Background: an optimization exercise with open tools, aiming at small area and a short achievable clock period. Do not read the settings as production practice. RTL that was checked went through simulation tests only; none was proved equivalent to the original. Power and IR drop assume default switching activity.

Setup of alpha:
Design kcpsm3, start of the top module:
module kcpsm3(
  output [9:0]  address,
  input  [17:0] instruction,
  output [7:0]  port_id,
  output        write_strobe,
  output [7:0]  out_port,
  output        read_strobe,
  input  [7:0]  in_port,
  input         interrupt,
  output        interrupt_ack,
  input         reset,
  input         clk);
clock: 7.0 ns
lec_check: 0
abc_clock_period_in_ps: 2600
cap_margin: 20
core_margin: 2
core_utilization: 55
setup_slack_margin: 4.4
slew_margin: 20
tns_end_percent: 5
standard.sh (not shown) runs the stock make flow with config.mk's settings and CLKGATE_MAP_FILE= SYNTH_SCRIPT=/design/flow/synth_recipe.tcl, a recipe that flattens the netlist after the stock synthesis.
==> flow/flow/run.sh <==
#!/bin/bash
# Own layout flow: the standard flow (standard.sh, unchanged synthesis), with the
# port buffers made of a faster buffer cell and gate sizing not limited to cells of the
# same footprint. Everything else, including the constraints, is the standard flow's.
set -euo pipefail
bash standard.sh \
  MATCH_CELL_FOOTPRINT=0 \
  "BUFFER_PORTS_ARGS=-buffer_cell sky130_fd_sc_hd__buf_4" \
  finish > standard_flow.log 2>&1
What beta does differently from alpha at the input level:
==> flow/run.sh (new file) <==
#!/bin/bash
# synth_recipe.tcl (not shown) runs the flow's synth.tcl, then flattens the netlist and writes it again
# the make line also repeats each setting of config.mk as NAME=value (left out here)
make -C /OpenROAD-flow-scripts/flow DESIGN_CONFIG=/design/flow/config.mk WORK_HOME=/design/flow/orfs CLKGATE_MAP_FILE= SYNTH_SCRIPT=/design/flow/synth_recipe.tcl finish
removed: flow/flow/run.sh
removed: flow/standard.sh
[summary]
Routed wire in beta totals more than in alpha.
Compared with alpha, beta shows logic gate share of total power higher by 1.1 points.
NOTE: number of filler instances in the final layout in beta falls short of that of alpha
The met2 routed wirelength of beta is higher than that of alpha.
No run of this note included a check of the RTL's function; only the layout flow was run.

* * *

The RTL this note starts from:
==> flow/design.v <==
`timescale 1 ps / 1ps
module kcpsm3(
  output [9:0]  address,
  input  [17:0] instruction,
  output [7:0]  port_id,
  output        write_strobe,
  output [7:0]  out_port,
  output        read_strobe,
  input  [7:0]  in_port,
  input         interrupt,
  output        interrupt_ack,
  input         reset,
  input         clk);
  wire [17:0] ins = instruction;
  wire [3:0]  top4 = ins[17:14];
  wire [2:0]  top3 = ins[17:15];
  reg reset_delay, internal_reset, t_state;
  always @(posedge clk) begin
    reset_delay    <= reset;
    internal_reset <= reset | reset_delay;
    t_state        <= ~t_state & ~internal_reset;
  end
  reg carry_flag, zero_flag;
  reg clean_int, active_interrupt, int_ack, int_enable, shadow_carry, shadow_zero;
  wire int_update = active_interrupt | (ins[17] & ins[16] & ins[15]);
  always @(posedge clk) begin
    clean_int        <= interrupt & ~internal_reset;
    active_interrupt <= ~internal_reset & t_state & clean_int & int_enable & ~active_interrupt;
    int_ack          <= active_interrupt;
    if (active_interrupt) begin
      shadow_carry <= carry_flag;
      shadow_zero  <= zero_flag;
    end
    if (internal_reset)
      int_enable <= 1'b0;
    else if (int_update)
      int_enable <= ~active_interrupt & ins[0] & ~int_ack;
  end
  assign interrupt_ack = int_ack;
  wire condition_met = ins[11] ? (ins[10] ? ~carry_flag : carry_flag)
                               : (ins[10] ? ~zero_flag  : zero_flag);
  wire move_group = (top4 == 4'b1100) | (top4 == 4'b1101) | (top4 == 4'b1110) | (top4 == 4'b1010);
  wire taken      = move_group & (~ins[12] | condition_met);
  wire call_op    = (top4 == 4'b1100);
  wire ret_op     = (top4 == 4'b1010) | (top4 == 4'b1110);
  reg  [9:0] pc;
  reg  [9:0] tos;
  wire [9:0] pc_inc = pc + 10'd1;
  wire [9:0] vector = ins[15] ? tos : ins[9:0];
  always @(posedge clk)
    if (internal_reset)        pc <= 10'd0;
    else if (active_interrupt) pc <= 10'h3FF;
    else if (~t_state)         pc <= taken ? vector : pc_inc;
  assign address = pc;
  function [4:0] lfsr_state(input integer n);
    case (n)
      0: lfsr_state = 5'h01;
      1: lfsr_state = 5'h02;
      2: lfsr_state = 5'h04;
      3: lfsr_state = 5'h09;
      4: lfsr_state = 5'h12;
      5: lfsr_state = 5'h05;
      6: lfsr_state = 5'h0b;
      7: lfsr_state = 5'h16;
      8: lfsr_state = 5'h0c;
      9: lfsr_state = 5'h19;
      10: lfsr_state = 5'h13;
      11: lfsr_state = 5'h07;
      12: lfsr_state = 5'h0f;
      13: lfsr_state = 5'h1f;
      14: lfsr_state = 5'h1e;
      15: lfsr_state = 5'h1c;
      16: lfsr_state = 5'h18;
      17: lfsr_state = 5'h11;
      18: lfsr_state = 5'h03;
      19: lfsr_state = 5'h06;
      20: lfsr_state = 5'h0d;
      21: lfsr_state = 5'h1b;
      22: lfsr_state = 5'h17;
      23: lfsr_state = 5'h0e;
      24: lfsr_state = 5'h1d;
      25: lfsr_state = 5'h1a;
      26: lfsr_state = 5'h15;
      27: lfsr_state = 5'h0a;
      28: lfsr_state = 5'h14;
      29: lfsr_state = 5'h08;
      30: lfsr_state = 5'h10;
      default: lfsr_state = 5'h00;
    endcase
  endfunction
  wire push = ~internal_reset & ~t_state & (active_interrupt | (call_op & taken));
  wire pop  = ~internal_reset & ~t_state & ~active_interrupt & ret_op & taken;
  reg  [4:0] sp;
  wire [4:0] sp_up   = {sp[3:0], sp[4] ^ sp[2]};
  wire [4:0] sp_down = {sp[0] ^ sp[3], sp[4:1]};
  reg  [9:0] stack_mem [0:28];
  reg  [9:0] stack_rd;
  integer k;
  always @(*) begin
    stack_rd = 10'd0;
    for (k = 0; k < 29; k = k + 1)
      stack_rd = stack_rd | ({10{sp == lfsr_state(k + 2)}} & stack_mem[k]);
  end
  always @(posedge clk) begin
    if (internal_reset) sp <= lfsr_state(0);
    else if (push)      sp <= sp_up;
    else if (pop)       sp <= sp_down;
    if (push)     tos <= active_interrupt ? pc : pc_inc;
    else if (pop) tos <= stack_rd;
  end
  genvar g;
  generate
    for (g = 0; g < 29; g = g + 1) begin : stk
      always @(posedge clk)
        if (sp == lfsr_state(g + 1)) stack_mem[g] <= tos;
    end
  endgenerate
  reg  [7:0] regs [0:15];
  wire [15:0] x_sel = 16'd1 << ins[11:8];
  wire [15:0] y_sel = 16'd1 << ins[7:4];
  reg  [7:0] sx, sy;
  always @(*) begin
    sx = 8'd0;
    sy = 8'd0;
    for (k = 0; k < 16; k = k + 1) begin
      sx = sx | ({8{x_sel[k]}} & regs[k]);
      sy = sy | ({8{y_sel[k]}} & regs[k]);
    end
  end
  reg  [7:0] sx_q, op2_q;
  wire [7:0] op2 = ins[12] ? sy : ins[7:0];
  reg  [7:0] s_lo, s_hi;   
  reg  [17:13] iq;       
  reg  [3:0] xq;         
  reg  r_shift, r_in, r_fetch, r_arith, r_logic;   
  reg  cin_q;            
  wire a_cycle = ~internal_reset & ~t_state;
  wire store_op = (top3 == 3'b101) & ins[14] & ins[13];
  wire reg_op   = (top3 == 3'b000) | (top3 == 3'b001) | (top3 == 3'b011) | (top3 == 3'b100);
  wire flag_op  = (top4 == 4'b0010) | (top4 == 4'b0011) | (top4 == 4'b0100) | (top4 == 4'b0101) |
                  (top4 == 4'b0110) | (top4 == 4'b0111) | (top4 == 4'b1000) | (top4 == 4'b1110);
  reg  reg_en, mem_en, flag_en;
  always @(posedge clk) begin
    reg_en  <= a_cycle & ~active_interrupt & reg_op;
    mem_en  <= a_cycle & ~active_interrupt & store_op;
    flag_en <= a_cycle & flag_op;
  end
  always @(posedge clk) begin
    sx_q  <= sx;
    op2_q <= op2;
    s_lo  <= 8'd1 << op2[2:0];
    s_hi  <= 8'd1 << op2[5:3];
    iq    <= ins[17:13];
    xq    <= ins[11:8];
    r_shift <= ins[17];
    r_in    <= ~ins[17] & (top4[2:0] == 3'b001) & ~ins[13];
    r_fetch <= ~ins[17] & (top4[2:0] == 3'b001) & ins[13];
    r_arith <= ~ins[17] & ins[16] & (ins[15] | ins[14]);
    r_logic <= ~ins[17] & ~(top4[2:0] == 3'b001) & ~(ins[16] & (ins[15] | ins[14]));
    cin_q <= ins[14] ^ (ins[13] & carry_flag);
  end
  wire io_op  = ~ins[16] & ins[14] & ~ins[13] & (ins[17] == ins[15]);
  wire out_op = io_op & ins[17];
  reg  [7:0] out_q, port_q;
  always @(posedge clk) begin
    out_q  <= sx  & {8{out_op}};
    port_q <= op2 & {8{io_op}};
  end
  assign out_port = out_q;
  assign port_id  = port_q;
  wire [7:0] a = sx_q;
  wire [7:0] b = op2_q;
  wire [3:0] qtop4 = iq[17:14];
  reg [7:0] logical;
  always @(*)
    case (iq[14:13])
      2'b00: logical = b;
      2'b01: logical = a & b;
      2'b10: logical = a | b;
      default: logical = a ^ b;
    endcase
  wire [8:0] sum = {1'b0, a} + {1'b0, b ^ {8{iq[14]}}} + {8'd0, cin_q};
  wire       arith_carry = sum[8] ^ iq[14];
  wire shift_in = b[2] ? (b[1] ? b[0] : a[0]) : (b[1] ? a[7] : carry_flag);
  wire [7:0] shifted = b[3] ? {shift_in, a[7:1]} : {a[6:0], shift_in};
  wire shift_carry = b[3] ? a[0] : a[7];
  reg  [7:0] scratch [0:63];
  reg  [63:0] s_sel;
  reg  [7:0] fetched, row;
  integer j;
  always @(*) begin
    fetched = 8'd0;
    for (j = 0; j < 8; j = j + 1) begin
      row = 8'd0;
      for (k = 0; k < 8; k = k + 1) begin
        s_sel[j * 8 + k] = s_hi[j] & s_lo[k];
        row = row | ({8{s_lo[k]}} & scratch[j * 8 + k]);
      end
      fetched = fetched | ({8{s_hi[j]}} & row);
    end
  end
  wire [7:0] result = ({8{r_shift}} & shifted) | ({8{r_in}} & in_port) | ({8{r_fetch}} & fetched) |
                      ({8{r_arith}} & sum[7:0]) | ({8{r_logic}} & logical);
  wire parity    = ^(a & b);
  wire new_carry = iq[17] ? (iq[15] ? shadow_carry : shift_carry)
                 : iq[16] ? ((~iq[15] & ~iq[14]) ? parity : arith_carry) : 1'b0;
  wire [7:0] bb = b ^ {8{iq[14]}};
  wire [7:0] zero_carry = {a[6:0] | bb[6:0], cin_q};
  wire arith_zero = &(~(a ^ bb ^ zero_carry));
  wire new_zero  = iq[17] ? (iq[16] ? shadow_zero : (shifted == 8'd0))
                          : (r_arith ? arith_zero : (logical == 8'd0));
  always @(posedge clk) begin
    for (k = 0; k < 16; k = k + 1)
      if (reg_en & (xq == k)) regs[k] <= result;
    for (k = 0; k < 64; k = k + 1)
      if (mem_en & s_sel[k]) scratch[k] <= a;
    if (internal_reset) begin
      carry_flag <= 1'b0;
      zero_flag  <= 1'b0;
    end else if (flag_en) begin
      carry_flag <= new_carry;
      zero_flag  <= new_zero;
    end
  end
  wire io_decode = ~t_state & ~active_interrupt & ~ins[16] & ins[14] & ~ins[13];
  reg  ws, rs;
  always @(posedge clk) begin
    ws <= ~internal_reset & io_decode & ins[17] & ins[15];
    rs <= ~internal_reset & io_decode & ~ins[17] & ~ins[15];
  end
  assign write_strobe = ws;
  assign read_strobe  = rs;
endmodule
export LEC_CHECK = 0
export CAP_MARGIN = 20
export CORE_MARGIN = 2
export CORE_UTILIZATION = 62
export CTS_CLUSTER_DIAMETER = 100
export CTS_CLUSTER_SIZE = 22
export SETUP_SLACK_MARGIN = 4.4
export SLEW_MARGIN = 20
export TNS_END_PERCENT = 100
create_clock -name core_clock -period 7.0 [get_ports {clk}]
==> flow/flow/run.sh <==
#!/bin/bash
# Own layout flow: the standard flow (standard.sh, unchanged synthesis), with the
# port buffers made of a faster buffer cell and gate sizing not limited to cells of the
# same footprint. Everything else, including the constraints, is the standard flow's.
set -euo pipefail
bash standard.sh \
  MATCH_CELL_FOOTPRINT=0 \
  "BUFFER_PORTS_ARGS=-buffer_cell sky130_fd_sc_hd__buf_4" \
  finish > standard_flow.log 2>&1
Change:
- CORE_UTILIZATION: 62 -> 55
- CTS_BUF_LIST: unset -> sky130_fd_sc_hd__clkbuf_8 sky130_fd_sc_hd__clkbuf_16
Setup slack gets better by 0.036 ns.
Sequential cell count stays the same.
Synthesized area does not change.
Non-clock buffer count went up by 6.
Worst hold slack improved by 0.0075 ns.
Combinational power stays flat.
Maximum frequency climbs by about 1.3%.
Change:
- CORE_UTILIZATION: 55 -> 48
- CTS_BUF_LIST: sky130_fd_sc_hd__clkbuf_8 sky130_fd_sc_hd__clkbuf_16 -> unset
Result: The new run went through all stages and came out clean; global-route usage goes down by 3.7 points; via count goes down by about 1.1%; hold slack loses 0.0079 ns.
Change:
- CORE_UTILIZATION: 48 -> 55
What happened:
- die area decreases by 13%
- flip-flop and latch count does not change
- wire length came out higher by 1.5%
- via count went up by 0.62%
- clock power grows by about 2%
- total power went up by 1.1%
- sequential share of layout area fell by 0.17 points

-- what the ideal ports hide --
In the flow no input, the clock included, has a driving cell. The finished layouts below were timed again as built, in two steps. Step 1 sets driving cells, clkbuf_16 on the clock port and buf_2 on the other inputs (assumed; they add their load-dependent delay and slew). Step 2 moves the port delays by t, midway between the first and last clock arrival at a register: inputs arrive t later, outputs are due t later. That takes back most of the time a late clock gives input paths. Slacks: ideal ports / drivers / drivers and shift; pairs: ideal ports / drivers.
| run | t, ns | setup slack, ns | clock arrival spread, ns |
|---|---|---|---|
| alpha | 0.730 | 3.494 / 3.494 / 2.891 | 0.027 / 0.027 |
| beta | 0.737 | 3.653 / 3.653 / 2.973 | 0.043 / 0.044 |
| the first run of note 2 | 0.717 | 4.266 / 4.262 / 3.545 | 0.037 / 0.038 |
| the second run of note 2 | 0.711 | 4.302 / 4.302 / 3.657 | 0.024 / 0.024 |
| the third run of note 2 | 0.708 | 4.311 / 4.311 / 3.651 | 0.038 / 0.039 |
| the fourth run of note 2 | 0.708 | 4.301 / 4.301 / 3.655 | 0.026 / 0.026 |
After both steps setup and hold are still met in every run listed. For the first run of note 2, which loses most, drivers alone change the setup slack by -0.004 ns; drivers and shift together by -0.721 ns.
